Source: an optimization exercise on an open RTL-to-GDS flow (aim: small area). Production flows keep margins and buffers that such runs may drop.
The RTL was checked by simulation tests, not by an equivalence proof against the original design.
Power and IR drop assume default switching activity.

## flow/design.v (module list and top-level ports; edited modules follow where they fit)
// module sat: 14 lines
// module rca: 21 lines
// module rcs: 13 lines
// module sat_flag: 16 lines
// module tuner_slice_1k: 30 lines
// module tmul_mac: 722 lines
// module sine_oct: 2327 lines
// module tuner_2: 98 lines
// module cic_dec_4: 71 lines
// module fir8dec_par: 114 lines
// module booth_mac: 1150 lines
// module ddc_14: 151 lines
// module demods: 173 lines
// module sdr_rx: 48 lines
module sdr_rx (
    input wire clk,
    input wire reset,
    input wire signed [9:0] adc_in,
    input wire [1:0] dr,
    input wire [25:0] frq,
    input wire [3:0] cic_shf,
    input wire ns_ena,
    input wire [2:0] demod_type,
    output wire [6:0] sathld,
    output wire diag,
    output wire valid,
    output wire signed [15:0] l_out,
    output wire signed [15:0] r_out
);
  // ...
==> flow/fir8dec_coeff.hex <==
// memory init data
// Auto-generated by write_memh.py
ffff
0000
0000
0000
0001
0002
0003
0003
0003
0003
0001
ffff
fffd
fffa
fff7
fff6
fff6
fff8
fffd
0003
0009
0010
0016
0018
0017
0011
0007
fffa
ffeb
ffdc
ffd2
ffcd
ffd0
ffdd
fff2
000d
002a
0046
005a
0062
005a
0042
001a
ffe8
ffb2
ff82
ff5f
ff53
ff62
ff8e
ffd3
002a
0085
00d6
010f
0121
0106
00bb
0048
ffbb
ff28
fea6
fe4e
fe33
fe61
fed9
ff8f
006d
0152
021a
029f
02c5
027c
01c2
00aa
ff59
fdff
fcd3
fc0d
fbd6
fc47
fd60
ff03
00fb
02ff
04bc
05e2
0631
0588
03e6
0176
fe87
fb85
f8eb
f72f
f6b2
f7ab
fa1c
fdca
0244
06e7
0afb
0dc6
0eab
0d45
097d
0399
fc37
f44a
ecfe
e794
e540
e6fc
ed67
f8a3
084d
1b7c
30d2
469d
5b05
6c3b
78ae
7f36
7f36
78ae
6c3b
5b05
469d
30d2
1b7c
084d
f8a3
ed67
e6fc
e540
e794
ecfe
f44a
fc37
0399
097d
0d45
0eab
0dc6
0afb
06e7
0244
fdca
fa1c
f7ab
f6b2
f72f
f8eb
fb85
fe87
0176
03e6
0588
0631
05e2
04bc
02ff
00fb
ff03
fd60
fc47
fbd6
fc0d
fcd3
fdff
ff59
00aa
01c2
027c
02c5
029f
021a
0152
006d
ff8f
fed9
fe61
fe33
fe4e
fea6
ff28
ffbb
0048
00bb
0106
0121
010f
00d6
0085
002a
ffd3
ff8e
ff62
ff53
ff5f
ff82
ffb2
ffe8
001a
0042
005a
0062
005a
0046
002a
000d
fff2
ffdd
ffd0
ffcd
ffd2
ffdc
ffeb
fffa
0007
0011
0017
0018
0016
0010
0009
0003
fffd
fff8
fff6
fff6
fff7
fffa
fffd
ffff
0001
0003
0003
0003
0003
0002
0001
0000
0000
0000
ffff
0000
0000
0000
0000
0000
0000
0000
0000
0000
0000
==> flow/flow/run.sh <==
#!/bin/bash
# Layout flow: the standard flow (standard.sh) with two changes.
#  1. Synthesis maps the logic with an area-oriented ABC script
#     (flow/abc_area_map.script) in place of ORFS's; the rest of synthesis
#     (synth_recipe.tcl and ORFS's synth.tcl) is unchanged, so the registers
#     are the standard synthesis's.
#  2. Clock tree synthesis clusters up to 28 sinks within 90 um per leaf
#     buffer (clkbuf_16), uses clkbuf_4 above the leaves and inserts no
#     dummy loads.
# Logs: synth.log (synthesis), standard.log (the rest, via standard.sh);
# ORFS's own per-step logs are under orfs/logs.
set -euo pipefail
W=$(pwd)

# ORFS's synth.tcl, with our ABC script in place of the one ABC_AREA picks
sed 's#^source \$::env(SCRIPTS_DIR)/synth_preamble.tcl$#&\nset abc_args [lreplace $abc_args 1 1 '"$W"'/flow/abc_area_map.script]#' \
    "$FLOW_HOME/scripts/synth.tcl" > "$W/synth_custom.tcl"
grep -q 'abc_area_map.script' "$W/synth_custom.tcl"
sed 's#^source \$::env(SCRIPTS_DIR)/synth.tcl$#source '"$W"'/synth_custom.tcl#' synth_recipe.tcl > "$W/synth_recipe_custom.tcl"
grep -q 'synth_custom.tcl' "$W/synth_recipe_custom.tcl"

# standard.sh's make command, with our synthesis script, for synthesis only
MK=$(grep -m1 '^make -C' standard.sh)
MK=${MK%\"\$\{@:-finish\}\"}
MK=$(echo "$MK" | sed "s#SYNTH_SCRIPT=[^ ]*#SYNTH_SCRIPT=$W/synth_recipe_custom.tcl#")
eval "$MK synth" > synth.log 2>&1

# the rest of the standard flow
export CTS_ARGS="-sink_clustering_enable -repair_clock_nets -sink_clustering_size 28 -sink_clustering_max_diameter 90 -sink_clustering_buffer sky130_fd_sc_hd__clkbuf_16 -buf_list sky130_fd_sc_hd__clkbuf_4 -dont_use_dummy_load"
bash standard.sh > standard.log 2>&1
==> flow/flow/abc_area_map.script <==
strash
balance
rewrite
refactor
balance
rewrite
rewrite -z
balance
refactor -z
rewrite -z
balance
dch
amap
topo
stime -c
buffer -c
upsize -c
dnsize -c
==> flow/standard.sh <==
#!/bin/bash
# synth_recipe.tcl (not shown) runs the flow's synth.tcl, then flattens the netlist and writes it again
# the make line also repeats each setting of config.mk as NAME=value (left out here)
make -C /OpenROAD-flow-scripts/flow DESIGN_CONFIG=/design/flow/config.mk WORK_HOME=/design/flow/orfs CLKGATE_MAP_FILE= SYNTH_SCRIPT=/design/flow/synth_recipe.tcl "${@:-finish}"
==> flow/config.mk <==
export PLATFORM = sky130hd
export DESIGN_NAME = sdr_rx
export DESIGN_NICKNAME = sdr_rx
export VERILOG_FILES = /design/flow/design.v
export SDC_FILE = /design/flow/constraint.sdc
export NUM_CORES = 8
export LEC_CHECK = 0
export ABC_AREA = 1
export CAP_MARGIN = 20
export CORE_MARGIN = 2
export CORE_UTILIZATION = 35
export SLEW_MARGIN = 20
export SYNTH_MEMORY_MAX_BITS = 32768
==> flow/constraint.sdc <==
create_clock -name core_clock -period 12.5 [get_ports {clk}]
set_input_delay 2.5000 -clock core_clock [delete_from_list [all_inputs] [get_ports {clk}]]
set_output_delay 2.5000 -clock core_clock [all_outputs]
set_load 0.01 [all_outputs]
==> results.cfg, run 1 <==
[outcome]
status = finished clean

[layout]
n_clock_buffer = 153
clock_cell_area_share = 0.02653
mostFrequentLayoutCell = dfxtp_1
multiInputGateArea_um2 = 49450
final_nets = 12030
buffers = 260

[pwr]
p_sw_mw = 7.452
power_frac_comb = 0.228
p_leak_nw = 52.64
powerSeq_mw = 14.3

[detailed_routing]
final_antenna_net_count = 0
wl_met2_um = 122000

[floorplanning]
dieArea_um2 = 351000
fp.dieW_um = 592.4

[global_route]
antenna_found_initial = 18

[clocking]
clkLatencyLatePin_ns = 1.42
clock-sinks = 3229
cts_resized = 0
path_clk_slew_ns = 0.10

[yosys]
synth_xor_area_frac = 0.0002168
synthAdderAreaFrac = 0.1774
synth_area_leaders = dfxtp_1 51%, fa_1 15%, nor2_1 4.1%, edfxtp_1 3.3%, o22ai_1 3.1%
synth_compound_area_frac = 0.1389
syn_area_um2 = 121200

[timing]
hold_slack_ns = 0.1759

[placement]
place_congestion = 1.037

[min_path]
hold_class = flip-flop to flip-flop

[critical_path]
critical_path_depth = 49
==> module tuner_2, before the edit <==
module tuner_2 #(
    parameter dsz = 10,
              fsz = 26,
              psz = 12
)
(
    input clk, reset,
    input signed [dsz-1:0] in,
    input [fsz-1:0] frq,
    input ns_ena,
    output [dsz-1:0] i_v, q_v,       
    output i_s, q_s                  
);
    localparam lsz = fsz - psz;      
    reg [4:0] rd;
    always @(posedge clk)
        rd <= {rd[3:0], reset};
    wire rst_lo = reset | (|rd[3:0]);
    wire rst_hi = rst_lo | rd[4];
    reg [lsz-1:0] acc_l, ns_l;
    reg acc_c, ns_c;
    reg [psz-1:0] acc_h, ns_h;
    wire [lsz-1:0] acc_l_s, ns_l_s;
    wire acc_l_c, ns_l_c;
    wire [psz-1:0] acc_h_s, ns_h_s;
    rca #(.W(lsz)) u_al(.a(acc_l), .b(frq[lsz-1:0]), .ci(1'b0), .s(acc_l_s), .co(acc_l_c));
    rca #(.W(psz)) u_ah(.a(acc_h), .b(frq[fsz-1:lsz]), .ci(acc_c), .s(acc_h_s), .co());
    rca #(.W(lsz)) u_nl(.a(acc_l), .b(ns_l), .ci(1'b0), .s(ns_l_s), .co(ns_l_c));
    rca #(.W(psz)) u_nh(.a(acc_h), .b({psz{1'b0}}), .ci(ns_c), .s(ns_h_s), .co());
    always @(posedge clk)
    begin
        if(rst_lo)
        begin
            acc_l <= 0; acc_c <= 1'b0;
            ns_l <= 0; ns_c <= 1'b0;
        end
        else
        begin
            acc_l <= acc_l_s; acc_c <= acc_l_c;
            ns_l <= ns_l_s; ns_c <= ns_l_c;
        end
        if(rst_hi)
        begin
            acc_h <= 0;
            ns_h <= 0;
        end
        else
        begin
            acc_h <= acc_h_s;
            ns_h <= ns_h_s;
        end
    end
    wire [psz-1:0] phs = ns_ena ? ns_h : acc_h;
    reg [psz-4:0] x;
    reg sw;
    reg sq, si;
    always @(posedge clk)
    begin
        x <= phs[psz-4:0] ^ {psz-3{phs[psz-3]}};
        sw <= phs[psz-3] ^ phs[psz-2];
        sq <= phs[psz-1];
        si <= phs[psz-1] ^ phs[psz-2];
    end
    wire [14:0] t_lo, t_hi;
    sine_oct u_rom(.x(x), .lo(t_lo), .hi(t_hi));
    reg signed [dsz-1:0] in_d1, in_d2;
    always @(posedge clk)
    begin
        in_d1 <= in;
        in_d2 <= in_d1;
    end
    tuner_slice_1k #(
        .dsz(dsz),
        .psz(psz)
    )
    u_slice_i(
        .clk(clk),
        .clr(rst_hi),
        .tv(sw ? t_lo : t_hi),
        .neg(si),
        .in(in_d2),
        .v(i_v),
        .s(i_s)
    );
    tuner_slice_1k #(
        .dsz(dsz),
        .psz(psz)
    )
    u_slice_q(
        .clk(clk),
        .clr(rst_hi),
        .tv(sw ? t_hi : t_lo),
        .neg(sq),
        .in(in_d2),
        .v(q_v),
        .s(q_s)
    );
endmodule
==> module cic_dec_4, before the edit <==
module cic_dec_4 #(
	parameter ISZ = 10,								 
	          ASZ = 42,	                             
	          LSZ = 23,                              
              HSZ = ASZ - LSZ,                       
              OSZ = 21	                             
)
(
	input clk,						 
	input reset,					 
	input ena_out,					 
	input [3:0] stp,                 
	input [ISZ-1:0] xv,	             
	input xs,
	output signed [OSZ-1:0] y	     
);
	reg [LSZ:0] il0, il1, il2, il3;
	reg [HSZ-1:0] ih0, ih1, ih2, ih3;
    reg xs_d;
    wire [LSZ-1:0] sl0, sl1, sl2, sl3;
    wire cl0, cl1, cl2, cl3;
    wire [HSZ-1:0] sh0, sh1, sh2, sh3;
    wire xcin = xs & ~(xv == {1'b1, {ISZ-1{1'b0}}});
    rca #(.W(LSZ)) u_l0(.a(il0[LSZ-1:0]), .b({{LSZ-ISZ{xv[ISZ-1]}},xv} ^ {LSZ{xs}}), .ci(xcin), .s(sl0), .co(cl0));
    rca #(.W(LSZ)) u_l1(.a(il1[LSZ-1:0]), .b(il0[LSZ-1:0]), .ci(1'b0), .s(sl1), .co(cl1));
    rca #(.W(LSZ)) u_l2(.a(il2[LSZ-1:0]), .b(il1[LSZ-1:0]), .ci(1'b0), .s(sl2), .co(cl2));
    rca #(.W(LSZ)) u_l3(.a(il3[LSZ-1:0]), .b(il2[LSZ-1:0]), .ci(1'b0), .s(sl3), .co(cl3));
    rca #(.W(HSZ)) u_h0(.a(ih0), .b({HSZ{xs_d}}), .ci(il0[LSZ]), .s(sh0), .co());
    rca #(.W(HSZ)) u_h1(.a(ih1), .b(ih0), .ci(il1[LSZ]), .s(sh1), .co());
    rca #(.W(HSZ)) u_h2(.a(ih2), .b(ih1), .ci(il2[LSZ]), .s(sh2), .co());
    rca #(.W(HSZ)) u_h3(.a(ih3), .b(ih2), .ci(il3[LSZ]), .s(sh3), .co());
	always @(posedge clk)
	begin
		if(reset == 1'b1)
		begin
            xs_d <= 1'b0;
			il0 <= 0; il1 <= 0; il2 <= 0; il3 <= 0;
			ih0 <= 0; ih1 <= 0; ih2 <= 0; ih3 <= 0;
		end
		else
		begin
            xs_d <= xv[ISZ-1] ^ xs;
            il0 <= {cl0, sl0}; il1 <= {cl1, sl1}; il2 <= {cl2, sl2}; il3 <= {cl3, sl3};
            ih0 <= sh0; ih1 <= sh1; ih2 <= sh2; ih3 <= sh3;
		end
	end
    reg [ASZ-OSZ-HSZ-1:0] low_pipe;
    always @(posedge clk)
        low_pipe <= il3[LSZ-1:ASZ-OSZ];
    wire [OSZ-1:0] integrator_top = {ih3, low_pipe};
	reg [OSZ-1:0] acc;
	reg [OSZ-1:0] dly0, dly1, dly2, dly3;
    wire [OSZ-1:0] aop = ena_out ? integrator_top : acc;
    wire [OSZ-1:0] dif;
    rca #(.W(OSZ)) u_c(.a(aop), .b(~dly0), .ci(1'b1), .s(dif), .co());
    wire shift = ena_out | stp[0] | stp[1] | stp[2];
	always @(posedge clk)
	begin
        if(shift)
            acc <= dif;
		if(reset == 1'b1)
		begin
            dly0 <= 0; dly1 <= 0; dly2 <= 0; dly3 <= 0;
		end
		else if(shift)
        begin
            dly0 <= dly1; dly1 <= dly2; dly2 <= dly3; dly3 <= aop;
        end
	end
    assign y = acc;
endmodule
==> module ddc_14, before the edit <==
module ddc_14 #(
    parameter isz = 14,  
              fsz = 26,  
              osz = 16,  
              gsz = 8    
)
(
    input clk, reset,
    input signed [isz-1:0] in,
	input [1:0] dr,
	input [fsz-1:0] frq,
    input [3:0] cic_shf,
    input ns_ena,
    output reg [6:0] sathld,
    output valid,
    output signed [osz-1:0] i_out, q_out,
    output diag
);
	reg [gsz-1:0] drate;
	always @(posedge clk)
		case(dr)
			2'b00: drate = 8'd255;		 
			2'b01: drate = 8'd127;		 
			2'b10: drate = 8'd63;		 
			2'b11: drate = 8'd32;		 
			default: drate = 8'd255;
		endcase
    reg [gsz-1:0] dcnt;
    reg ena_cic;
    reg [3:0] comb_stp;
    wire [gsz-1:0] dcnt_m1;
    rca #(.W(gsz)) u_dcnt(.a(dcnt), .b({gsz{1'b1}}), .ci(1'b0), .s(dcnt_m1), .co());
    always @(posedge clk)
    begin
        if(reset == 1'b1)
        begin
            dcnt <= 0;
            ena_cic <= 1'b0;
            comb_stp <= 4'd0;
        end
        else
        begin
			if(dcnt == 0)
			begin
				dcnt <= drate;
				ena_cic <= 1'b1;
			end
			else
			begin
				dcnt <= dcnt_m1;
				ena_cic <= 1'b0;
			end
            comb_stp <= {comb_stp[2:0], ena_cic};
       end
    end
    wire [isz-1:0] tuner_i, tuner_q;
    wire tuner_i_s, tuner_q_s;
    tuner_2 #(
        .dsz(isz),
        .fsz(fsz)
    )
    u_tuner(
        .clk(clk),
        .reset(reset),
        .in(in),
        .frq(frq),
        .ns_ena(ns_ena),
        .i_v(tuner_i), .i_s(tuner_i_s),
        .q_v(tuner_q), .q_s(tuner_q_s)
    );
    parameter cicsz = 21;
    wire signed [cicsz-1:0] cic_i, cic_q;
    cic_dec_4 #(.ISZ(isz), .ASZ(isz+4*gsz), .OSZ(cicsz))
    u_cic_i(
        .clk(clk),
        .reset(reset),
        .ena_out(ena_cic),
        .stp(comb_stp),
        .xv(tuner_i), .xs(tuner_i_s),
        .y(cic_i)
    );
    reg diag_r;
    always @(posedge clk)
        if(reset == 1'b1)
            diag_r <= 1'b0;
        else if(comb_stp[3])
            diag_r <= cic_i[cicsz-1];
    assign diag = diag_r;
    cic_dec_4 #(.ISZ(isz), .ASZ(isz+4*gsz), .OSZ(cicsz))
    u_cic_q(
        .clk(clk),
        .reset(reset),
        .ena_out(ena_cic),
        .stp(comb_stp),
        .xv(tuner_q), .xs(tuner_q_s),
        .y(cic_q)
    );
    wire signed [cicsz+6:0] cic_i_shf = cic_i<<<cic_shf;
    wire signed [cicsz+6:0] cic_q_shf = cic_q<<<cic_shf;
    wire signed [osz-1:0] cic_i_sat, cic_q_sat;
    wire isatflg, qsatflg;
    reg satflg_d;
    reg satval;
    reg [6:0] satcnt, satsum;
    wire [6:0] satcnt_p1, satsum_p;
    rca #(.W(7)) u_satcnt(.a(satcnt), .b(7'd0), .ci(1'b1), .s(satcnt_p1), .co());
    rca #(.W(7)) u_satsum(.a(satsum), .b(7'd0), .ci(satval), .s(satsum_p), .co());
    sat_flag #(.isz(osz+7), .osz(osz))
        u_sat_i(.in(cic_i_shf[cicsz+6:cicsz-osz]), .out(cic_i_sat), .flag(isatflg));
    sat_flag #(.isz(osz+7), .osz(osz))
        u_sat_q(.in(cic_q_shf[cicsz+6:cicsz-osz]), .out(cic_q_sat), .flag(qsatflg));
    reg satflg;
    always @(posedge clk)
    begin
        if(reset == 1'b1)
            satflg <= 1'b0;
        else if(comb_stp[3])
            satflg <= isatflg|qsatflg;
        satflg_d <= satflg;
        if(reset == 1'b1)
        begin
            satcnt <= 0;
			satval <= 0;
            satsum <= 0;
            sathld <= 0;
        end
        else
        begin
 			satcnt <= satcnt_p1;
			satval <= satflg_d;
            satsum <= satsum_p;
            if(satcnt == 7'h7f)
            begin
                sathld <= satsum;
                satsum <= 0;
            end
        end
    end
	fir8dec_par #(
        .isz(osz),           
	    .osz(osz)            
    )
	u_fir(
		.clk(clk),								 
		.reset(reset),							 
		.ena(comb_stp[3]),						 
		.iin(cic_i_sat), .qin(cic_q_sat),    	 
		.valid(valid),                   		 
		.iout(i_out), .qout(q_out)				 
	);
endmodule
==> module demods, before the edit <==
module demods #(
    parameter dsz = 16  
)
(
    input clk, reset,
    input signed [dsz-1:0] i, q,
    input ena,
	input [2:0] dtype,
    output reg valid,
    output signed [dsz-1:0] l_out, r_out
);
    localparam gsz = 4;              
    localparam xsz = dsz+gsz+2;      
    localparam ysz = dsz+gsz+1;      
    localparam [15:0] k = 16'd39796;  
    wire am = (dtype == 3'd0);
    wire fm = (dtype == 3'd2);
    wire raw = ~am & ~fm;
    reg act;
    reg [5:0] c;
    wire [5:0] c_p1;
    rca #(.W(6)) u_c(.a(c), .b(6'd0), .ci(1'b1), .s(c_p1), .co());
    wire ld = ena;                               
    wire it = act & ~c[5] & ~c[4];               
    wire ang = act & (c == 6'd16);
    wire mg = act & (c >= 6'd16) & (c <= 6'd32);
    wire dc = act & (c == 6'd33);
    wire de = act & (c == 6'd34);
    always @(posedge clk)
    begin
        if(reset)
        begin
            act <= 1'b0;
            c <= 6'd0;
            valid <= 1'b0;
        end
        else
        begin
            if(ena & ~raw)
            begin
                act <= 1'b1;
                c <= 6'd0;
            end
            else if(act)
            begin
                c <= c_p1;
                if(de)
                    act <= 1'b0;
            end
            valid <= (ena & raw) | de;
        end
    end
    reg signed [xsz-1:0] xacc;
    reg signed [ysz-1:0] yacc;
    reg signed [dsz-1:0] aacc;
    wire [3:0] itr = c[3:0];
    wire signed [xsz-1:0] sx = xacc >>> itr;
    wire signed [ysz-1:0] sy = yacc >>> itr;
    reg [dsz-1:0] phi;
    always @(*)
        case(itr)
            4'd0: phi = 16'h2000;
            4'd1: phi = 16'h12e4;
            4'd2: phi = 16'h09fb;
            4'd3: phi = 16'h0511;
            4'd4: phi = 16'h028b;
            4'd5: phi = 16'h0146;
            4'd6: phi = 16'h00a3;
            4'd7: phi = 16'h0051;
            4'd8: phi = 16'h0029;
            4'd9: phi = 16'h0014;
            4'd10: phi = 16'h000a;
            4'd11: phi = 16'h0005;
            4'd12: phi = 16'h0003;
            4'd13: phi = 16'h0001;
            4'd14: phi = 16'h0001;
            default: phi = 16'h0000;
        endcase
    reg [dsz-1:0] angle_d1;
    wire neg = i[dsz-1] & ~raw;
    wire d = yacc[ysz-1];
    wire [xsz-1:0] xa = ld ? {xsz{1'b0}} : xacc;
    wire [xsz-1:0] xb = ld ? {{xsz-dsz-gsz{i[dsz-1]^neg}}, i ^ {dsz{neg}}, {gsz{neg}}}
                           : {sy[ysz-1], sy} ^ {xsz{d}};
    wire xc = ld ? neg : d;
    wire [ysz-1:0] ya = ld ? {ysz{1'b0}} : yacc;
    wire [ysz-1:0] yb = ld ? {{ysz-dsz-gsz{q[dsz-1]^neg}}, q ^ {dsz{neg}}, {gsz{neg}}}
                           : sx[ysz-1:0] ^ {ysz{~d}};
    wire yc = ld ? neg : ~d;
    wire [dsz-1:0] aa = ld ? {dsz{1'b0}} : aacc;
    wire [dsz-1:0] ab = ld ? {neg, {dsz-1{1'b0}}} : ang ? ~angle_d1 : phi ^ {dsz{d}};
    wire ac = ld ? 1'b0 : ang ? 1'b1 : d;
    wire [xsz-1:0] xs;
    wire [ysz-1:0] ys;
    wire [dsz-1:0] as;
    rcs #(.W(xsz), .L(13)) u_xa(.a(xa), .b(xb), .ci(xc), .s(xs));
    rcs #(.W(ysz), .L(13)) u_ya(.a(ya), .b(yb), .ci(yc), .s(ys));
    rca #(.W(dsz)) u_aa(.a(aa), .b(ab), .ci(ac), .s(as), .co());
    always @(posedge clk)
    begin
        if(ld)
        begin
            xacc <= {xs[dsz+gsz-1], xs[dsz+gsz-1], xs[dsz+gsz-1:0]};
            yacc <= {ys[dsz+gsz-1], ys[dsz+gsz-1:0]};
            aacc <= as;
        end
        else if(it)
        begin
            xacc <= xs;
            yacc <= ys;
            aacc <= as;
        end
        else if(ang)
            aacc <= as;              
        if(reset)
            angle_d1 <= 0;
        else if(ang)
            angle_d1 <= aacc;
    end
    reg [dsz:0] mag;
    wire [4:0] b = c[4:0];           
    wire [dsz:0] ux = xacc[dsz+gsz:gsz];
    wire xbit = c[5] ? ux[dsz] : ux[b[3:0]];
    wire [dsz:0] mag_s;
    rca #(.W(dsz+1)) u_mg(.a(mag), .b({1'b0, k & {dsz{xbit}}}), .ci(1'b0), .s(mag_s), .co());
    always @(posedge clk)
    begin
        if(ld)
            mag <= 0;
        else if(mg)
            mag <= c[5] ? mag_s : {1'b0, mag_s[dsz:1]};
    end
    localparam dc_coeff = 10;
    reg signed [dsz+dc_coeff:0] dcb_acc;
    reg signed [dsz:0] dcb_out;
    wire [dsz-1:0] dcb_in = am ? mag[dsz-1:0] : aacc;
    wire [dsz:0] dcb_out_s;
    wire [dsz+dc_coeff:0] dcb_acc_s;
    rca #(.W(dsz+1)) u_do(.a({dcb_in[dsz-1], dcb_in}), .b(~dcb_acc[dsz+dc_coeff:dc_coeff]), .ci(1'b1), .s(dcb_out_s), .co());
    rcs #(.W(dsz+dc_coeff+1), .L(17)) u_da(.a(dcb_acc), .b({{dc_coeff{dcb_out[dsz]}}, dcb_out}), .ci(1'b0), .s(dcb_acc_s));
    always @(posedge clk)
    begin
        if(reset)
        begin
            dcb_acc <= 0;
            dcb_out <= 0;
        end
        else if(dc)
        begin
            dcb_acc <= dcb_acc_s;
            dcb_out <= dcb_out_s;
        end
    end
    wire signed [dsz-1:0] dcb_sat;
    sat #(.isz(dsz+1), .osz(dsz)) u_sat(.in(dcb_out), .out(dcb_sat));
    reg signed [dsz+2:0] nbfm_de_acc;
    wire [dsz+2:0] de_t1, de_t2, de_s;
    wire [dsz+2:0] de_b = ~{7'd0, nbfm_de_acc[dsz+2:7]};
    wire [dsz+2:0] de_c = {{3{dcb_sat[dsz-1]}}, dcb_sat};
    assign de_t1 = nbfm_de_acc ^ de_b ^ de_c;
    assign de_t2 = (nbfm_de_acc & de_b) | (de_c & (nbfm_de_acc ^ de_b));
    rca #(.W(dsz+3)) u_de(.a(de_t1), .b({de_t2[dsz+1:0], 1'b1}), .ci(1'b0), .s(de_s), .co());
    always @(posedge clk)
    begin
        if(reset)
            nbfm_de_acc <= 0;
        else if(de & fm)
            nbfm_de_acc <= de_s;
    end
    wire signed [dsz-1:0] dem = am ? dcb_sat : nbfm_de_acc[dsz+2:3];
    assign l_out = raw ? xacc[dsz+gsz-1:gsz] : dem;
    assign r_out = raw ? yacc[dsz+gsz-1:gsz] : dem;
endmodule
==> run 2: changes to the inputs <==
--- a/flow/design.v
+++ b/flow/design.v
@@ -3194,34 +3194,25 @@
         end
     end
     wire [psz-1:0] phs = ns_ena ? ns_h : acc_h;
-    reg [psz-4:0] x;
-    reg sw;
-    reg sq, si;
-    always @(posedge clk)
-    begin
-        x <= phs[psz-4:0] ^ {psz-3{phs[psz-3]}};
-        sw <= phs[psz-3] ^ phs[psz-2];
-        sq <= phs[psz-1];
-        si <= phs[psz-1] ^ phs[psz-2];
-    end
+    wire [psz-4:0] x = phs[psz-4:0] ^ {psz-3{phs[psz-3]}};
+    wire sw = phs[psz-3] ^ phs[psz-2];
+    wire sq = phs[psz-1];
+    wire si = phs[psz-1] ^ phs[psz-2];
     wire [14:0] t_lo, t_hi;
     sine_oct u_rom(.x(x), .lo(t_lo), .hi(t_hi));
-    reg signed [dsz-1:0] in_d1, in_d2;
+    reg signed [dsz-1:0] in_d1;
     always @(posedge clk)
-    begin
         in_d1 <= in;
-        in_d2 <= in_d1;
-    end
     tuner_slice_1k #(
         .dsz(dsz),
         .psz(psz)
     )
     u_slice_i(
         .clk(clk),
-        .clr(rst_hi),
+        .clr(rst_lo),
         .tv(sw ? t_lo : t_hi),
         .neg(si),
-        .in(in_d2),
+        .in(in_d1),
         .v(i_v),
         .s(i_s)
     );
@@ -3231,10 +3222,10 @@
     )
     u_slice_q(
         .clk(clk),
-        .clr(rst_hi),
+        .clr(rst_lo),
         .tv(sw ? t_hi : t_lo),
         .neg(sq),
-        .in(in_d2),
+        .in(in_d1),
         .v(q_v),
         .s(q_s)
     );
@@ -3294,7 +3285,7 @@
     wire [OSZ-1:0] aop = ena_out ? integrator_top : acc;
     wire [OSZ-1:0] dif;
     rca #(.W(OSZ)) u_c(.a(aop), .b(~dly0), .ci(1'b1), .s(dif), .co());
-    wire shift = ena_out | stp[0] | stp[1] | stp[2];
+    wire shift = ena_out | stp[0] | stp[1] | stp[2];    
 	always @(posedge clk)
 	begin
         if(shift)
@@ -4604,6 +4595,7 @@
 		endcase
     reg [gsz-1:0] dcnt;
     reg ena_cic;
+    wire ena_pre = (dcnt == 0);      
     reg [3:0] comb_stp;
     wire [gsz-1:0] dcnt_m1;
     rca #(.W(gsz)) u_dcnt(.a(dcnt), .b({gsz{1'b1}}), .ci(1'b0), .s(dcnt_m1), .co());
@@ -4651,8 +4643,8 @@
     u_cic_i(
         .clk(clk),
         .reset(reset),
-        .ena_out(ena_cic),
-        .stp(comb_stp),
+        .ena_out(ena_pre),
+        .stp({comb_stp[2:0], ena_cic}),
         .xv(tuner_i), .xs(tuner_i_s),
         .y(cic_i)
     );
@@ -4667,8 +4659,8 @@
     u_cic_q(
         .clk(clk),
         .reset(reset),
-        .ena_out(ena_cic),
-        .stp(comb_stp),
+        .ena_out(ena_pre),
+        .stp({comb_stp[2:0], ena_cic}),
         .xv(tuner_q), .xs(tuner_q_s),
         .y(cic_q)
     );
@@ -4816,15 +4808,22 @@
     wire [ysz-1:0] yb = ld ? {{ysz-dsz-gsz{q[dsz-1]^neg}}, q ^ {dsz{neg}}, {gsz{neg}}}
                            : sx[ysz-1:0] ^ {ysz{~d}};
     wire yc = ld ? neg : ~d;
-    wire [dsz-1:0] aa = ld ? {dsz{1'b0}} : aacc;
-    wire [dsz-1:0] ab = ld ? {neg, {dsz-1{1'b0}}} : ang ? ~angle_d1 : phi ^ {dsz{d}};
-    wire ac = ld ? 1'b0 : ang ? 1'b1 : d;
+    wire [4:0] b = c[4:0];           
+    wire [dsz:0] ux = xacc[dsz+gsz:gsz];
+    wire xbit = c[5] ? ux[dsz] : ux[b[3:0]];
+    wire mg_am = mg & am;
+    wire ang_fm = ang & ~am;
+    wire [dsz-1:0] aa = (ld | (mg_am & ~c[5] & (b[3:0] == 4'd0))) ? {dsz{1'b0}} : aacc;
+    wire [dsz-1:0] ab = ld ? {neg, {dsz-1{1'b0}}} : ang_fm ? ~angle_d1 :
+                        mg_am ? (k & {dsz{xbit}}) : phi ^ {dsz{d}};
+    wire ac = ld ? 1'b0 : ang_fm ? 1'b1 : mg_am ? 1'b0 : d;
     wire [xsz-1:0] xs;
     wire [ysz-1:0] ys;
     wire [dsz-1:0] as;
+    wire aco;
     rcs #(.W(xsz), .L(13)) u_xa(.a(xa), .b(xb), .ci(xc), .s(xs));
     rcs #(.W(ysz), .L(13)) u_ya(.a(ya), .b(yb), .ci(yc), .s(ys));
-    rca #(.W(dsz)) u_aa(.a(aa), .b(ab), .ci(ac), .s(as), .co());
+    rca #(.W(dsz)) u_aa(.a(aa), .b(ab), .ci(ac), .s(as), .co(aco));
     always @(posedge clk)
     begin
         if(ld)
@@ -4839,30 +4838,19 @@
             yacc <= ys;
             aacc <= as;
         end
-        else if(ang)
+        else if(ang_fm)
             aacc <= as;              
+        else if(mg_am)
+            aacc <= c[5] ? as : {aco, as[dsz-1:1]};
         if(reset)
             angle_d1 <= 0;
-        else if(ang)
+        else if(ang_fm)
             angle_d1 <= aacc;
     end
-    reg [dsz:0] mag;
-    wire [4:0] b = c[4:0];           
-    wire [dsz:0] ux = xacc[dsz+gsz:gsz];
-    wire xbit = c[5] ? ux[dsz] : ux[b[3:0]];
-    wire [dsz:0] mag_s;
-    rca #(.W(dsz+1)) u_mg(.a(mag), .b({1'b0, k & {dsz{xbit}}}), .ci(1'b0), .s(mag_s), .co());
-    always @(posedge clk)
-    begin
-        if(ld)
-            mag <= 0;
-        else if(mg)
-            mag <= c[5] ? mag_s : {1'b0, mag_s[dsz:1]};
-    end
     localparam dc_coeff = 10;
     reg signed [dsz+dc_coeff:0] dcb_acc;
     reg signed [dsz:0] dcb_out;
-    wire [dsz-1:0] dcb_in = am ? mag[dsz-1:0] : aacc;
+    wire [dsz-1:0] dcb_in = aacc;   
     wire [dsz:0] dcb_out_s;
     wire [dsz+dc_coeff:0] dcb_acc_s;
     rca #(.W(dsz+1)) u_do(.a({dcb_in[dsz-1], dcb_in}), .b(~dcb_acc[dsz+dc_coeff:dc_coeff]), .ci(1'b1), .s(dcb_out_s), .co());
--- a/flow/config.mk
+++ b/flow/config.mk
@@ -8,6 +8,6 @@
 export ABC_AREA = 1
 export CAP_MARGIN = 20
 export CORE_MARGIN = 2
-export CORE_UTILIZATION = 35
+export CORE_UTILIZATION = 70
 export SLEW_MARGIN = 20
 export SYNTH_MEMORY_MAX_BITS = 32768
==> run 2 against run 1 <==
  * The flow now stops in global routing
  * Synthesized cell count shrank 1.6%
  * Synthesized area shrank 0.92%
==> results.cfg, run 2 <==
[floorplanning]
ios = 89
floorplan.initialDensity = 0.7023
rows = 152
die_y_um = 418.2
fp.dieW_um = 418.2

[global_route]
grt_max_degree = 132

[outcome]
status = aborted with a tool error
error_line = [ERROR GRT-0116] Global routing finished with congestion. Check the congestion regions in the DRC Viewer.
haltStage = global routing

[yosys]
synth.top_cell.area_share = 0.5097
synth.avg_cell_area_um2 = 11.09
synth_ff_type = dfxtp_1
yosys.cell_types.count = 81
ys.warnings.count = 10
syn_area_um2 = 120100
yosysSeqAreaShare = 0.5429
ys_async_sr_fraction = 0
yosysTopAreaCell = dfxtp_1
synth.most_common_cell = dfxtp_1
synth_area_leaders = dfxtp_1 51%, fa_1 15%, nor2_1 3.9%, edfxtp_1 3.3%, o22ai_1 3.3%
ys_top_cells_by_count = 3057 x dfxtp_1, 1232 x nor2_1, 919 x fa_1
syn_nets = 12030
yosys_register_bits = 3190
syn_inst = 10830
synth_edf_count = 133

[clocking]
numCtsBuffers = 139
ctsHoldBuffers = 0
clock-sinks = 3190
h-tree-depth = 4
clockBufferDepth = 3
root_buffer = clkbuf_4

[placement]
dp_hpwl_um = 281700
port_buffers = 88
place_congestion = 1.081
run 2: cell count changes after synthesis, moves of 21 or more:
cell | previous run | this run
nor2_1 | 1326 | 1232
a21oi_1 | 486 | 436
nor2_2 | 4 | 25
nor3_1 | 182 | 155
dfxtp_1 | 3096 | 3057
buf_2 | 10 | 42
o21ai_0 | 624 | 558
o21ai_1 | 14 | 37
o221ai_1 | 42 | 66
clkbuf_1 | 525 | 446
run 2: timing repair:
action	CTS
pin swaps	8
hold endpoints to repair	0
buffers inserted	6
gates resized for setup	69
setup endpoints to repair	12
run 2: worst max-delay path by stage:
| stage | startpoint | end | cells after the start |
|---|---|---|---|
| floorplan | demod_type[0] | u_demod.xacc[21]$_DFFE_PP_ | 33 |
| global placement | u_ddc.u_fir.c_data[1]$_SDFF_PP0_ | u_ddc.u_fir.qring[31][34]$_DFF_P_ | 51 |
| detailed placement | u_ddc.u_fir.c_data[1]$_SDFF_PP0_ | u_ddc.u_fir.qring[31][34]$_DFF_P_ | 53 |
| CTS | u_ddc.u_fir.c_data[0]$_SDFF_PP0_ | u_ddc.u_fir.iring[31][34]$_DFF_P_ | 53 |
run 2: metrics by stage:
stage	instance area [µm²]	setup TNS [ns]	std cells	setup slack, ns	hold slack (ns)
2_1_floorplan	120100	0	10830	1.587	0.3096
3_3_place_gp	122900	0	12740	0.7093	0.3095
3_5_place_dp	122900	-2.850	12750	-1.013	0.3121
4_1_cts	126300	0	12890	0.003027	0.2163
run 2: kinds of logic after synthesis:
kind of cell               share of synthesized area
AOI/OAI and AO/OA                             0.1387
xor gates and xnor gates                   0.0002189
adders and majority gates                     0.1773
buffers and inverters                        0.04980
DFF                                           0.5429
and+or+nand+nor                              0.09106
run 2: power groups by stage:
stage	clock, mW	sequential, mW	combinational, mW
after floorplan	0	13.8	4.40
after global placement	0	14.2	5.93
after detailed placement	0	14.6	6.88
after CTS	4.85	14.5	7.53
==> run 3: changes to the inputs <==
--- a/flow/config.mk
+++ b/flow/config.mk
@@ -8,6 +8,6 @@
 export ABC_AREA = 1
 export CAP_MARGIN = 20
 export CORE_MARGIN = 2
-export CORE_UTILIZATION = 70
+export CORE_UTILIZATION = 55
 export SLEW_MARGIN = 20
 export SYNTH_MEMORY_MAX_BITS = 32768
==> run 3 against run 2 <==
  * Now clean on timing, DRC and antenna
  * Synthesized cell count stayed put
  * Synthesized area unchanged
==> results.cfg, run 3 <==
[layout]
final_nets = 11860
drive_gt1_frac = 0.06540
mostFrequentLayoutCell = dfxtp_1
area_growth_pct = 5.877
top_regs = u_ddc.u_fir.iring x1120, u_ddc.u_fir.qring x1120, u_demod.dcb_acc x27
instances_no_fill = 13530
num-fill-cells = 17820
layout_common_cells = 3053 x dfxtp_1, 1226 x nor2_1, 919 x fa_1

[clocking]
ctsHoldBuffers = 0
h-tree-depth = 4
path_clk_slew_ns = 0.11
cts_tree = done
postCtsSetupBuffers = 0
clockBufferDepth = 3
clock-sinks = 3190
clkLatencyLatePin_ns = 1.42
cts_resized = 0
root_buffer = clkbuf_4
numCtsBuffers = 147

[placement]
port_buffers = 88
dp_hpwl_um = 225000
place_congestion = 1.050
dp_cells = 13360

[floorplanning]
ios = 89
die_y_um = 471.2
rows = 171
core_um2 = 217200
dieArea_um2 = 222100
floorplan.initialDensity = 0.5529
fp.dieW_um = 471.2

[global_route]
grt_max_degree = 198
grt_pass1_vias = 77690
antenna_found_initial = 22
grt_overflow_total = 0
track_usage = 0.2845
grt_pass1_wl_um = 482300

[timing]
slew_headroom = 0.1752
fin_skew_ns = 0.2417
worstMarginPinSlew_ns = 1.222
grt_setup_unrepaired = false
fin_crit_sh = 0.9385
setup_viol = 0
fin_setup_tns_ns = 0
post-route-min-period_ns = 11.73
final_hold_viol_count = 0
fmax_mhz = 85.24
final_max_slew_viol_count = 0

[critical_path]
cp-start-kind = flip-flop
path_class = flip-flop to flip-flop
critPathSlowestCell = fa_1
required_ns = 13.80
cp-end-kind = flip-flop
cp_common_cell = fa_1
slowest_delay_ns = 0.49
cp_max_fo = 27
arrival_ns = 13.03

[yosys]
synth.top_cell.area_share = 0.5097
yosysSeqAreaShare = 0.5429
synth.avg_cell_area_um2 = 11.09
ys_top_cells_by_count = 3057 x dfxtp_1, 1232 x nor2_1, 919 x fa_1
syn_area_um2 = 120100
synth_compound_area_frac = 0.1387
synth_xor_area_frac = 0.0002188
syn_inst = 10830
yosys_register_bits = 3190
synth_edf_count = 133
ys.warnings.count = 10
yosys.cell_types.count = 81
synth_simple_gate_area_frac = 0.09106
ys_async_sr_fraction = 0
synthAdderAreaFrac = 0.1773
yosysTopAreaCell = dfxtp_1
synth_ff_type = dfxtp_1
synth.most_common_cell = dfxtp_1
syn_nets = 12030
synth_area_leaders = dfxtp_1 51%, fa_1 15%, nor2_1 3.9%, edfxtp_1 3.3%, o22ai_1 3.3%
synth_top_family_by_area = adder cells
muxShareOfSynthArea = 0

[detailed_routing]
wl_um = 316100
num_vias = 77580
routed_via_density = 5.736
avgRoutedWirePerCell_um = 23.37
first_iter_violations = 7590
final_antenna_net_count = 0
drt_pass1_iterations = 7
drc_errors = 0

[outcome]
status = finished clean

[flow_run]
max-cap-violations = 0

[pwr]
p_leak_nw = 52.25
ir_drop_mv = 0.1562
p_per_area_nw_per_um2 = 197.9

[min_path]
hold_class = flip-flop to flip-flop
[run 3: kinds of logic after synthesis]
group | Yosys count
AOI/OAI and AO/OA | 2502
xor gates and xnor gates | 3
adders and majority gates | 1150
buffers and inverters | 1551
DFF | 3190
and+or+nand+nor | 2433
[run 3: area by class of cell]
class	instances	area, µm²	area share
Inverter	971	3664	0.02882
Tap cell	2854	3571	0.02809
Sequential cell	3190	65200	0.5128
Timing Repair Buffer	262	2218	0.01745
Clock buffer	147	3381	0.02659
Antenna cell	14	35.03	0.0002756
Multi-Input combinational cell	6088	49060	0.3859
[run 3: report_power, final]
group          total [mW]  switching, mW  leakage (nW)  internal [mW]
Combinational        6.26           3.78          24.3           2.48
Clock                4.78           2.90          1.68           1.88
Sequential           14.1           1.15          26.3           13.0
Total                25.2           7.84          52.3           17.3
[run 3: per-stage QoR]
step / setup WS [ns] / power, mW / instance area (µm²) / utilization / hold WS (ns)
global route: 0.1843 / 26.81 / 127100 / 0.5853 / 0.1512
floorplan: 1.587 / 18.24 / 120100 / - / 0.3096
global placement: 0.9610 / 20.27 / 123700 / 0.5694 / 0.3095
finish: 0.7688 / 25.16 / 127100 / 0.5854 / 0.1505
detailed placement: 0.8113 / 20.50 / 123700 / 0.5695 / 0.3121
CTS: 0.8096 / 25.33 / 127000 / 0.5850 / 0.1384
[run 3: worst paths after layout]
| kind | start | to | slack (ns) | cells after the start |
|---|---|---|---|---|
| setup / recovery | u_ddc.u_fir.c_data[1]$_SDFF_PP0_ | u_ddc.u_fir.iring[31][34]$_DFF_P_ | 0.77 | 50 |
| hold / removal | u_ddc.u_fir.iring[13][27]$_DFF_P_ | u_ddc.u_fir.iring[12][27]$_DFF_P_ | 0.15 | 0 |
| hold reg to reg | u_ddc.u_fir.iring[13][27]$_DFF_P_ | u_ddc.u_fir.iring[12][27]$_DFF_P_ | 0.15 | 0 |
| setup reg to reg | u_ddc.u_fir.c_data[1]$_SDFF_PP0_ | u_ddc.u_fir.iring[31][34]$_DFF_P_ | 0.77 | 50 |
[run 3: critical path, delay by kind of cell, from the launching register on]
kind | cells | cell delay, ns
adder cells (fa/ha/maj) | 31 | 9.17
AND/OR/NAND/NOR | 3 | 0.31
AO/OA/AOI/OAI | 5 | 0.70
buffers and inverters | 11 | 1.10
flip-flops | 1 | 0.38
[run 3: layer usage]
layer	track usage	wire, µm	share of wire	vias to the layer above
li1	-	-	-	35830
met4	0.1124	13790	0.044	14
met2	0.4248	135800	0.43	3066
met5	0	111	0.00035	-
met3	0.05916	25510	0.081	737
met1	0.4063	140900	0.45	37940
==> run 4: changes to the inputs <==
--- a/flow/config.mk
+++ b/flow/config.mk
@@ -8,6 +8,6 @@
 export ABC_AREA = 1
 export CAP_MARGIN = 20
 export CORE_MARGIN = 2
-export CORE_UTILIZATION = 55
+export CORE_UTILIZATION = 35
 export SLEW_MARGIN = 20
 export SYNTH_MEMORY_MAX_BITS = 32768
==> run 4 against run 3 <==
  * Routed wire length is 5.8% lower
  * Sequential share of layout area is 0.82 points lower
  * Cell area is 1.6% higher
  * Total power is 0.83% lower
  * Largest cell class unchanged
  * Highest routed layer unchanged
==> results.cfg, run 4 <==
[clocking]
clkLatencyLatePin_ns = 1.49
h-tree-depth = 4
cts_resized = 0
clock-sinks = 3190
ctsHoldBuffers = 0
numCtsBuffers = 152
postCtsSetupBuffers = 0
cts_tree = done
clockBufferDepth = 4
path_clk_slew_ns = 0.11
root_buffer = clkbuf_4

[critical_path]
required_ns = 13.93
critPathSlowestCell = fa_1
cp-end-kind = flip-flop
rrSetupSlack_ns = 1.05
r2r_cells = 49
arrival_ns = 12.88
r2r_start = u_ddc.u_fir.c_data[1]$_SDFF_PP0_
cp-start-kind = flip-flop
cp_max_fo = 8
slowest_delay_ns = 0.48
r2r_end = u_ddc.u_fir.qring[31][34]$_DFF_P_
path_class = flip-flop to flip-flop
cp_common_cell = fa_1

[yosys]
synth.most_common_cell = dfxtp_1
synth_simple_gate_area_frac = 0.09106
synth_top_family_by_area = adder cells
ys_async_sr_fraction = 0
yosysTopAreaCell = dfxtp_1
yosys.cell_types.count = 81
synth_compound_area_frac = 0.1387
syn_nets = 12030
synth_area_leaders = dfxtp_1 51%, fa_1 15%, nor2_1 3.9%, edfxtp_1 3.3%, o22ai_1 3.3%
syn_area_um2 = 120100
synth.top_cell.area_share = 0.5097
yosys_register_bits = 3190
syn_inst = 10830
ys.warnings.count = 10
ys_top_cells_by_count = 3057 x dfxtp_1, 1232 x nor2_1, 919 x fa_1
yosysSeqAreaShare = 0.5429
synthAdderAreaFrac = 0.1773
synth_ff_type = dfxtp_1
muxShareOfSynthArea = 0
synth_edf_count = 133
synth.avg_cell_area_um2 = 11.09
synth_xor_area_frac = 0.0002188

[timing]
hold_slack_ns = 0.04506
setup_viol = 0
final_max_slew_viol_count = 0
slew_headroom = 0.2366
fin_crit_sh = 0.9159
grt_setup_unrepaired = false
fin_skew_ns = 0.3133
worstMarginPinSlew_ns = 1.130
final_hold_viol_count = 0
fin_setup_tns_ns = 0
post-route-min-period_ns = 11.45
fmax_mhz = 87.34

[layout]
area_growth_pct = 7.605
final-seq-area_um2 = 65200
final_cell_area_um2 = 129200
final_core_util = 0.3776
final_nets = 11850
num-fill-cells = 33550
top_regs = u_ddc.u_fir.iring x1120, u_ddc.u_fir.qring x1120, u_demod.dcb_acc x27
multiInputGateArea_um2 = 49060
mostFrequentLayoutCell = dfxtp_1
drive_gt1_frac = 0.06441
layout_common_cells = 3053 x dfxtp_1, 1227 x nor2_1, 919 x fa_1

[global_route]
antenna_found_initial = 26
grt_pass1_vias = 73850
grt_max_degree = 114
track_usage = 0.1697
grt_pass1_wl_um = 457400
grt_overflow_total = 0

[detailed_routing]
drc_errors = 0
wl_um = 297800
final_antenna_net_count = 0
drt_pass1_iterations = 7
routed_via_density = 4.981
num_vias = 75820
first_iter_violations = 7221
avgRoutedWirePerCell_um = 19.56

[min_path]
hold_class = flip-flop to flip-flop
min-delay-start = u_ddc.u_fir.qring[16][30]$_DFF_P_
min_delay_path_depth = 0
hold_end = u_ddc.u_fir.qring[15][30]$_DFF_P_

[flow_run]
max-cap-violations = 0

[pwr]
ir_drop_mv = 0.1300
p_leak_nw = 52.21
p_per_area_nw_per_um2 = 193.1

[floorplanning]
ios = 89
floorplan.initialDensity = 0.3509
dieArea_um2 = 347800
die_y_um = 589.7
core_um2 = 342200
rows = 215
fp.dieW_um = 589.7

[placement]
port_buffers = 88
dp_hpwl_um = 213600
placed_area_um2 = 125700
place_congestion = 1.023

[outcome]
status = finished clean
[run 4: kinds of logic after synthesis]
logic type,after synthesis
adders and majority gates,1150
DFF,3190
AOI/OAI and AO/OA,2502
xor gates and xnor gates,3
buffers and inverters,1551
and+or+nand+nor,2433
[run 4: worst max path at each step]
stage	start	end	slack (ns)	depth (start not counted)
after floorplan	demod_type[0]	u_demod.xacc[21]$_DFFE_PP_	1.59	33
after global placement	demod_type[0]	u_demod.xacc[21]$_DFFE_PP_	0.63	34
after detailed placement	demod_type[0]	u_demod.xacc[21]$_DFFE_PP_	0.54	34
after CTS	u_ddc.u_fir.c_data[1]$_SDFF_PP0_	u_ddc.u_fir.qring[31][34]$_DFF_P_	1.01	49
after global routing	u_ddc.u_fir.c_data[1]$_SDFF_PP0_	u_ddc.u_fir.qring[31][34]$_DFF_P_	0.35	52
final	u_ddc.u_fir.c_data[1]$_SDFF_PP0_	u_ddc.u_fir.qring[31][34]$_DFF_P_	1.05	49
[run 4: layout make-up]
type,instances,area share
Sequential cell,3190,0.5046
Multi-Input combinational cell,6088,0.3797
Timing Repair Buffer,249,0.01631
Clock buffer,152,0.02659
Antenna cell,15,0.0002905
Inverter,971,0.02835
Tap cell,4557,0.04413
[run 4: critical path, delay by kind of cell, from the launching register on]
family | cells | cell delay, ns
AOI/OAI and AO/OA | 5 | 0.68
adders and majority gates | 31 | 9.06
buffers and inverters | 10 | 0.87
DFF | 1 | 0.38
and+or+nand+nor | 3 | 0.61
[run 4: stage by stage]
stage,setup slack [ns],total power [mW],std cells
global route,0.3514,26.76,15220
finish,1.051,24.95,15220
CTS,1.009,25.27,15210
global placement,0.6263,20.23,15060
floorplan,1.587,18.24,10830
detailed placement,0.5443,20.36,15060
[run 4: routing by layer]
| metal | vias up | wire length, µm | global-route usage |
|---|---|---|---|
| li1 | 35850 | - | - |
| met1 | 36560 | 140100 | 0.2490 |
| met2 | 2743 | 123900 | 0.2496 |
| met3 | 660 | 20730 | 0.02578 |
| met4 | 12 | 13030 | 0.06750 |
| met5 | - | 59 | 0 |
[run 4: power breakdown]
group | switching (mW) | internal (mW) | total, mW
Sequential | 1.09 | 13.0 | 14.0
Clock | 2.90 | 1.91 | 4.81
Combinational | 3.66 | 2.43 | 6.10
==> module fir8dec_par, before the edit <==
module fir8dec_par #(
	parameter isz = 16,					 
	          osz = 16,					 
              csz = 16,                  
              agrw = 3                   
)
(
	input clk,								 
	input reset,							 
	input ena,								 
	input signed [isz-1:0] iin, qin,    	 
	output reg valid,                   	 
	output signed [osz-1:0] iout,qout	     
);
    localparam asz = csz+isz+agrw;
    localparam signed [asz-1:0] rnd_const = 1<<(csz+1);
    reg signed [isz-1:0] xi, xq;     
    reg [2:0] jcnt;                  
    reg [4:0] d;                     
    reg lc;                          
    reg [4:0] pc;
    reg fst;                         
    always @(posedge clk)
    begin
        if(ena == 1'b1)
        begin
            xi <= iin;
            xq <= qin;
        end
        if(reset == 1'b1)
        begin
            jcnt <= 3'd1;
            d <= 5'd0;
            lc <= 1'b0;
            pc <= 5'd0;
            fst <= 1'b1;
        end
        else
        begin
            if(ena == 1'b1)
                jcnt <= jcnt + 3'd1;
            d <= d + 5'd1 - {4'd0, (ena == 1'b1) && (jcnt == 3'd7)};
            if(ena == 1'b1)
            begin
                lc <= 1'b1;
                pc <= 5'd0;
            end
            else if(lc == 1'b1)
            begin
                pc <= pc + 5'd1;
                if(pc == 5'd31)
                begin
                    lc <= 1'b0;
                    fst <= 1'b0;
                end
            end
        end
    end
    reg signed [csz-1:0] coeff_rom[0:255];
    initial
    begin
        $readmemh("fir8dec_coeff.hex", coeff_rom);
    end
    wire [7:0] c_addr = {d + 5'd2, 3'b000} - {5'd0, jcnt};
    wire [7:0] c_mirror = 8'd245 - c_addr;
    wire [6:0] c_fold = (c_addr <= 8'd122) ? c_addr[6:0] : c_mirror[6:0];
    wire c_zero = (c_addr >= 8'd246);
    reg signed [csz-1:0] c_data;
    reg init, emit;
    always @(posedge clk)
    begin
        if(reset == 1'b1)
        begin
            c_data <= {csz{1'b0}};
            init <= 1'b0;
            emit <= 1'b0;
        end
        else
        begin
            c_data <= (lc & ~c_zero) ? coeff_rom[{1'b0, c_fold}] : {csz{1'b0}};
            init <= lc & (fst | (c_addr == 8'd0));
            emit <= lc & (c_addr == 8'd4);
        end
    end
    reg signed [asz-1:0] iring[0:31];
    reg signed [asz-1:0] qring[0:31];
    wire signed [asz-1:0] ibase = init ? rnd_const : iring[0];
    wire signed [asz-1:0] qbase = init ? rnd_const : qring[0];
    integer n;
    always @(posedge clk)
    begin
        for(n=0;n<31;n=n+1)
        begin
            iring[n] <= iring[n+1];
            qring[n] <= qring[n+1];
        end
        iring[31] <= inext;
        qring[31] <= qnext;
    end
    wire [asz-1:0] inext, qnext;
    booth_mac u_imac(.x(xi), .c(c_data), .base(ibase), .y(inext));
    booth_mac u_qmac(.x(xq), .c(c_data), .base(qbase), .y(qnext));
    always @(posedge clk)
    begin
        if(reset == 1'b1)
            valid <= 1'b0;
        else
            valid <= emit;
    end
    sat #(.isz(agrw+osz-2), .osz(osz))
        u_isat(.in(iring[31][asz-1:csz+2]), .out(iout));
    sat #(.isz(agrw+osz-2), .osz(osz))
        u_qsat(.in(qring[31][asz-1:csz+2]), .out(qout));
endmodule
==> run 5: changes to the inputs <==
--- a/flow/design.v
+++ b/flow/design.v
@@ -3285,18 +3285,15 @@
     wire [OSZ-1:0] aop = ena_out ? integrator_top : acc;
     wire [OSZ-1:0] dif;
     rca #(.W(OSZ)) u_c(.a(aop), .b(~dly0), .ci(1'b1), .s(dif), .co());
-    wire shift = ena_out | stp[0] | stp[1] | stp[2];    
+    wire shift = ena_out | stp[0] | stp[1] | stp[2];
 	always @(posedge clk)
 	begin
         if(shift)
             acc <= dif;
-		if(reset == 1'b1)
-		begin
-            dly0 <= 0; dly1 <= 0; dly2 <= 0; dly3 <= 0;
-		end
-		else if(shift)
+		if(shift | reset)
         begin
-            dly0 <= dly1; dly1 <= dly2; dly2 <= dly3; dly3 <= aop;
+            dly0 <= dly1; dly1 <= dly2; dly2 <= dly3;
+            dly3 <= aop & {OSZ{~reset}};
         end
 	end
     assign y = acc;
@@ -3372,18 +3369,9 @@
     reg init, emit;
     always @(posedge clk)
     begin
-        if(reset == 1'b1)
-        begin
-            c_data <= {csz{1'b0}};
-            init <= 1'b0;
-            emit <= 1'b0;
-        end
-        else
-        begin
-            c_data <= (lc & ~c_zero) ? coeff_rom[{1'b0, c_fold}] : {csz{1'b0}};
-            init <= lc & (fst | (c_addr == 8'd0));
-            emit <= lc & (c_addr == 8'd4);
-        end
+        c_data <= (lc & ~c_zero) ? coeff_rom[{1'b0, c_fold}] : {csz{1'b0}};
+        init <= lc & (fst | (c_addr == 8'd0));
+        emit <= lc & (c_addr == 8'd4);
     end
     reg signed [asz-1:0] iring[0:31];
     reg signed [asz-1:0] qring[0:31];
==> run 5 against run 4 <==
  * Total power is 5.4% higher
  * Clock skew rose by 0.041 ns
  * Non-clock buffer count up 7
  * Cell area barely moved
  * Core utilization rose by 0.24 points
  * First-iteration DRC count increased by 1.3%
  * Global-route usage fell by 0.34 points
  * Routed wire length fell by 2.1%
  * Final cell count is 0.96% lower
  * Maximum frequency shrank 2.6%
  * Register-to-register slack worse by 0.30 ns
==> results.cfg, run 5 <==
[clocking]
clockBufferDepth = 4
numCtsBuffers = 152
clock-sinks = 3190
clkLatencyLatePin_ns = 1.56
cts_tree = done
root_buffer = clkbuf_4
path_clk_slew_ns = 0.10
h-tree-depth = 4

[yosys]
syn_nets = 11850
synth_edf_count = 301
ys.warnings.count = 10
syn_inst = 10650
syn_area_um2 = 119900
synth.avg_cell_area_um2 = 11.26
synth.most_common_cell = dfxtp_1
synthAdderAreaFrac = 0.1775
yosys.cell_types.count = 81
synth_area_leaders = dfxtp_1 48%, fa_1 15%, edfxtp_1 7.5%, nor2_1 3.9%, o22ai_1 3.2%
ys_async_sr_fraction = 0
ys_top_cells_by_count = 2889 x dfxtp_1, 1259 x nor2_1, 919 x fa_1
muxShareOfSynthArea = 0
synth.top_cell.area_share = 0.4823
yosys_register_bits = 3190
synth_compound_area_frac = 0.1257
synth_xor_area_frac = 0.0001461
synth_top_family_by_area = adder cells
yosysSeqAreaShare = 0.5577
synth_ff_type = dfxtp_1
yosysTopAreaCell = dfxtp_1
synth_simple_gate_area_frac = 0.09069

[timing]
post-route-min-period_ns = 11.75
final_hold_viol_count = 0
fmax_mhz = 85.08
final_max_slew_viol_count = 0
grt_setup_unrepaired = false
setup_viol = 0
hold_slack_ns = 0.04705
slew_headroom = 0.2214
fin_setup_tns_ns = 0
worstMarginPinSlew_ns = 1.166
fin_crit_sh = 0.9403
fin_skew_ns = 0.3540

[global_route]
grt_max_degree = 97
track_usage = 0.1664
antenna_found_initial = 20
grt_overflow_total = 0
grt_pass1_wl_um = 448700
grt_pass1_vias = 72420

[detailed_routing]
first_iter_violations = 7313
wl_um = 291700
routed_via_density = 4.963
avgRoutedWirePerCell_um = 19.35
final_antenna_net_count = 0
num_vias = 74820
drt_pass1_iterations = 6
drc_errors = 0

[critical_path]
cp-start-kind = flip-flop
r2r_cells = 50
path_class = flip-flop to flip-flop
slowest_delay_ns = 0.48
required_ns = 13.67
arrival_ns = 12.92
cp-end-kind = flip-flop
critPathSlowestCell = fa_1
cp_max_fo = 31
cp_common_cell = fa_1

[layout]
drive_gt1_frac = 0.05199
layout_common_cells = 2884 x dfxtp_1, 1251 x nor2_1, 919 x fa_1
top_regs = u_ddc.u_fir.iring x1120, u_ddc.u_fir.qring x1120, u_demod.dcb_acc x27
final_nets = 11720
instances_no_fill = 15080
area_growth_pct = 7.840
mostFrequentLayoutCell = dfxtp_1

[pwr]
p_per_area_nw_per_um2 = 203.4
ir_drop_mv = 0.1227
p_leak_nw = 52.21

[floorplanning]
die_y_um = 589.3
rows = 214
core_um2 = 340300
fp.dieW_um = 589.3
ios = 89
floorplan.initialDensity = 0.3524
dieArea_um2 = 347300

[min_path]
min_delay_path_depth = 0
hold_class = flip-flop to flip-flop

[placement]
dp_hpwl_um = 208000
dp_cells = 14900
place_congestion = 1.030
port_buffers = 88

[flow_run]
max-cap-violations = 0

[outcome]
status = finished clean
-- run 5: path summary, 6_finish.rpt --
path                                                        start                                 to  slack [ns]
worst max-delay path             u_ddc.u_fir.c_data[1]$_SDFF_PN0_  u_ddc.u_fir.iring[31][34]$_DFF_P_        0.75
worst min-delay path            u_ddc.u_fir.iring[15][22]$_DFF_P_  u_ddc.u_fir.iring[14][22]$_DFF_P_        0.05
worst max register to register   u_ddc.u_fir.c_data[1]$_SDFF_PN0_  u_ddc.u_fir.iring[31][34]$_DFF_P_        0.75
worst min register to register  u_ddc.u_fir.iring[15][22]$_DFF_P_  u_ddc.u_fir.iring[14][22]$_DFF_P_        0.05
-- run 5: kinds of logic (layout without fill, tap and decap cells) --
group | count (synthesis) | after routing
other cells | 0 | 18
compound gates | 2350 | 2350
flops | 3190 | 3190
xor+xnor | 2 | 2
fa+ha+maj | 1150 | 1150
buf+inv | 1525 | 1394
simple gates | 2436 | 2436
-- run 5: routing by layer --
metal	up-vias	share of wire	track usage
li1	35180	-	-
met1	36190	0.46	0.2429
met2	2785	0.42	0.2454
met3	658	0.072	0.02464
met4	6	0.047	0.06876
met5	-	0.00014	0
-- run 5: layout make-up --
class | instances | area [µm²]
antenna | 18 | 45.04
clock buffer | 152 | 3436
fill | 33040 | 211000
inverter | 986 | 3704
multi-input combinational | 5938 | 47410
sequential | 3190 | 66880
tap | 4536 | 5675
timing repair buffer | 256 | 2172
-- run 5: where the power goes --
group / total, mW / switching, mW / leakage (nW) / internal (mW)
registers: 15.4 / 1.21 / 26.8 / 14.2
logic: 6.09 / 3.68 / 23.7 / 2.41
clock network: 4.83 / 2.91 / 1.71 / 1.91
-- run 5: what timing repair did --
item                                    in CTS  in global routing
hold endpoints to repair                    10                  0
setup buffers                                0                  0
endpoints found under the setup margin       0                  1
resized for setup                            0                  1
hold buffers                                10                  0
-- run 5: critical path, delay by kind of cell, from the launching register on --
| kind | cells | cell delay, ns |
|---|---|---|
| AOI/OAI and AO/OA | 5 | 0.65 |
| adders and majority gates | 31 | 8.95 |
| buffers and inverters | 11 | 1.17 |
| DFF | 1 | 0.33 |
| and+or+nand+nor | 3 | 0.51 |
-- run 5: stage by stage --
step | power (mW) | utilization | cell area, µm² | setup slack [ns]
6_report | 26.30 | 0.3800 | 129300 | 0.7469
5_1_grt | 28.24 | 0.3799 | 129300 | 0.1496
4_1_cts | 26.67 | 0.3798 | 129300 | 0.6076
3_5_place_dp | 21.71 | 0.3694 | 125700 | 0.6270
3_3_place_gp | 21.51 | 0.3694 | 125700 | 0.6748
2_1_floorplan | 19.41 | - | 119900 | 1.463
==> run 6: changes to the inputs <==
--- a/flow/design.v
+++ b/flow/design.v
@@ -4573,7 +4573,7 @@
     output diag
 );
 	reg [gsz-1:0] drate;
-	always @(posedge clk)
+	always @(*)
 		case(dr)
 			2'b00: drate = 8'd255;		 
 			2'b01: drate = 8'd127;		 
==> run 6 against run 5 <==
  * Sequential cell count down 3
  * Total power up 1.1%
  * Die area down 0.13%
  * Synthesized cell count up 0.21%
  * Clock power about the same
  * Critical path type unchanged
  * Critical endpoint unchanged
  * Largest cell class unchanged
==> results.cfg, run 6 <==
[outcome]
status = finished clean

[yosys]
synth_edf_count = 301
syn_area_um2 = 119800
synth_top_family_by_area = adder cells
yosys_register_bits = 3187
synth_simple_gate_area_frac = 0.09138
synth.avg_cell_area_um2 = 11.22
yosysTopAreaCell = dfxtp_1
syn_nets = 11870
synth_area_leaders = dfxtp_1 48%, fa_1 15%, edfxtp_1 7.5%, nor2_1 4.0%, o22ai_1 3.2%
synth_ff_type = dfxtp_1
synth_compound_area_frac = 0.1246
synth.most_common_cell = dfxtp_1
synth_xor_area_frac = 0.00007313
synth.top_cell.area_share = 0.4824
synthAdderAreaFrac = 0.1777
ys_top_cells_by_count = 2886 x dfxtp_1, 1274 x nor2_1, 919 x fa_1
syn_inst = 10680
ys_async_sr_fraction = 0
yosysSeqAreaShare = 0.5579
muxShareOfSynthArea = 0
yosys.cell_types.count = 75
ys.warnings.count = 10

[timing]
fin_skew_ns = 0.1853
fin_setup_tns_ns = 0
slew_headroom = 0.2058
fmax_mhz = 85.59
final_max_slew_viol_count = 0
grt_setup_unrepaired = false
post-route-min-period_ns = 11.68
final_hold_viol_count = 0
hold_slack_ns = 0.1506
setup_viol = 0
fin_ws_ns = 0.8167
worstMarginPinSlew_ns = 1.179
fin_crit_sh = 0.9347

[floorplanning]
die_y_um = 589.0
ios = 89
rows = 214
dieArea_um2 = 346900
core_um2 = 340300
floorplan.initialDensity = 0.3519
fp.dieW_um = 589.0

[detailed_routing]
routed_via_density = 4.901
drc_errors = 0
avgRoutedWirePerCell_um = 19.20
wl_um = 290000
num_vias = 74050
drt_pass1_iterations = 6
first_iter_violations = 6331
final_antenna_net_count = 0

[placement]
dp_cells = 14940
placed_area_um2 = 125800
dp_hpwl_um = 208300
place_congestion = 0.9902
port_buffers = 88
post-place-ws_ns = 0.7104

[flow_run]
max-cap-violations = 0

[critical_path]
crit_buf_inv = 8
cp-start-kind = flip-flop
rrSetupSlack_ns = 0.82
cp_common_cell = fa_1
path_class = flip-flop to flip-flop
slowest_delay_ns = 0.54
cp-end-kind = flip-flop
critPathSlowestCell = inv_1
arrival_ns = 12.96
cp_max_fo = 19
required_ns = 13.78
cp_top_family = adder cells

[global_route]
track_usage = 0.1656
grt_pass1_vias = 72580
antenna_found_initial = 17
grt_overflow_total = 0
grt_pass1_wl_um = 446300
grt_max_degree = 173

[layout]
final_cell_area_um2 = 129300
drive_gt1_frac = 0.05293
final_core_util = 0.3800
final_nets = 11760
mostFrequentLayoutCell = dfxtp_1
area_growth_pct = 7.982
top_regs = u_ddc.u_fir.iring x1120, u_ddc.u_fir.qring x1120, u_demod.dcb_acc x27
layout_common_cells = 2883 x dfxtp_1, 1265 x nor2_1, 919 x fa_1
instances_no_fill = 15110

[clocking]
numCtsBuffers = 154
root_buffer = clkbuf_4
clockBufferDepth = 4
clkLatencyLatePin_ns = 1.44
postCtsSetupBuffers = 0
cts_tree = done
h-tree-depth = 4
path_clk_slew_ns = 0.10
clock-sinks = 3187

[pwr]
ir_drop_mv = 0.1476
total_power_mw = 26.59
p_leak_nw = 52.41
p_per_area_nw_per_um2 = 205.6

[min_path]
hold_class = flip-flop to flip-flop
run 6: worst paths after layout:
path / startpoint / depth (start not counted) / to
worst max-delay path: u_ddc.u_fir.c_data[3]$_SDFF_PN0_ / 47 / u_ddc.u_fir.iring[31][34]$_DFF_P_
worst min-delay path: u_ddc.u_fir.qring[16][2]$_DFF_P_ / 0 / u_ddc.u_fir.qring[15][2]$_DFF_P_
worst max register to register: u_ddc.u_fir.c_data[3]$_SDFF_PN0_ / 47 / u_ddc.u_fir.iring[31][34]$_DFF_P_
worst min register to register: u_ddc.u_fir.qring[16][2]$_DFF_P_ / 0 / u_ddc.u_fir.qring[15][2]$_DFF_P_
run 6: cell type report:
class / count / area [µm²]
clock buffers: 154 / 3486
well taps: 4536 / 5675
diodes: 13 / 32.53
flip-flops and latches: 3187 / 66820
inverters: 981 / 3684
repair buffers: 270 / 2302
fillers: 32960 / 211000
multi-input cells: 5969 / 47330
run 6: repair_timing:
item,in CTS,in global routing
hold endpoints to repair,0,0
hold buffers,0,0
setup endpoints to repair,0,1
resized for setup,0,1
run 6: layer usage:
layer	GRT usage	routed length [µm]	vias up
met5	0	88	-
met4	0.07719	14960	14
met3	0.02762	19790	672
met2	0.2487	123400	2503
met1	0.2329	131800	35620
li1	-	-	35240
run 6: kinds of logic after synthesis:
logic type                 after synthesis
buffers and inverters                 1519
and+or+nand+nor                       2469
DFF                                   3187
xor gates and xnor gates                 1
AOI/OAI and AO/OA                     2349
adders and majority gates             1150
run 6: power by group:
group	switching [mW]	internal (mW)	total [mW]
combinational	3.87	2.47	6.34
clock	2.92	1.94	4.86
sequential	1.19	14.2	15.4

## port drivers added, routing unchanged
Ports are ideal in the flow. The routed layouts listed here were re-timed in OpenROAD. Step 1, drivers: a clkbuf_16 drives clk and a buf_2 each remaining input, both assumed. Step 2, shift: input delay + t, output delay - t, t = (earliest + latest rising clock arrival at the registers) / 2. This alone moves slack from input paths to output paths. Slacks: ideal ports / drivers / drivers and shift; pairs: ideal ports / drivers.
run	t, ns	slack for setup (ns)	worst setup path at the end
run 1	1.426	1.128 / 1.128 / 1.128	register to register
run 3	1.393	0.769 / 0.769 / 0.769	register to register
run 4	1.414	1.051 / 1.051 / 0.673	input to register
run 5	1.477	0.747 / 0.747 / 0.747	register to register
run 6	1.424	0.817 / 0.817 / 0.817	register to register
After both steps every run listed still meets setup and hold. The setup slack of run 4, which loses most, moves by 0.000 ns with the drivers and by -0.378 ns with both steps.
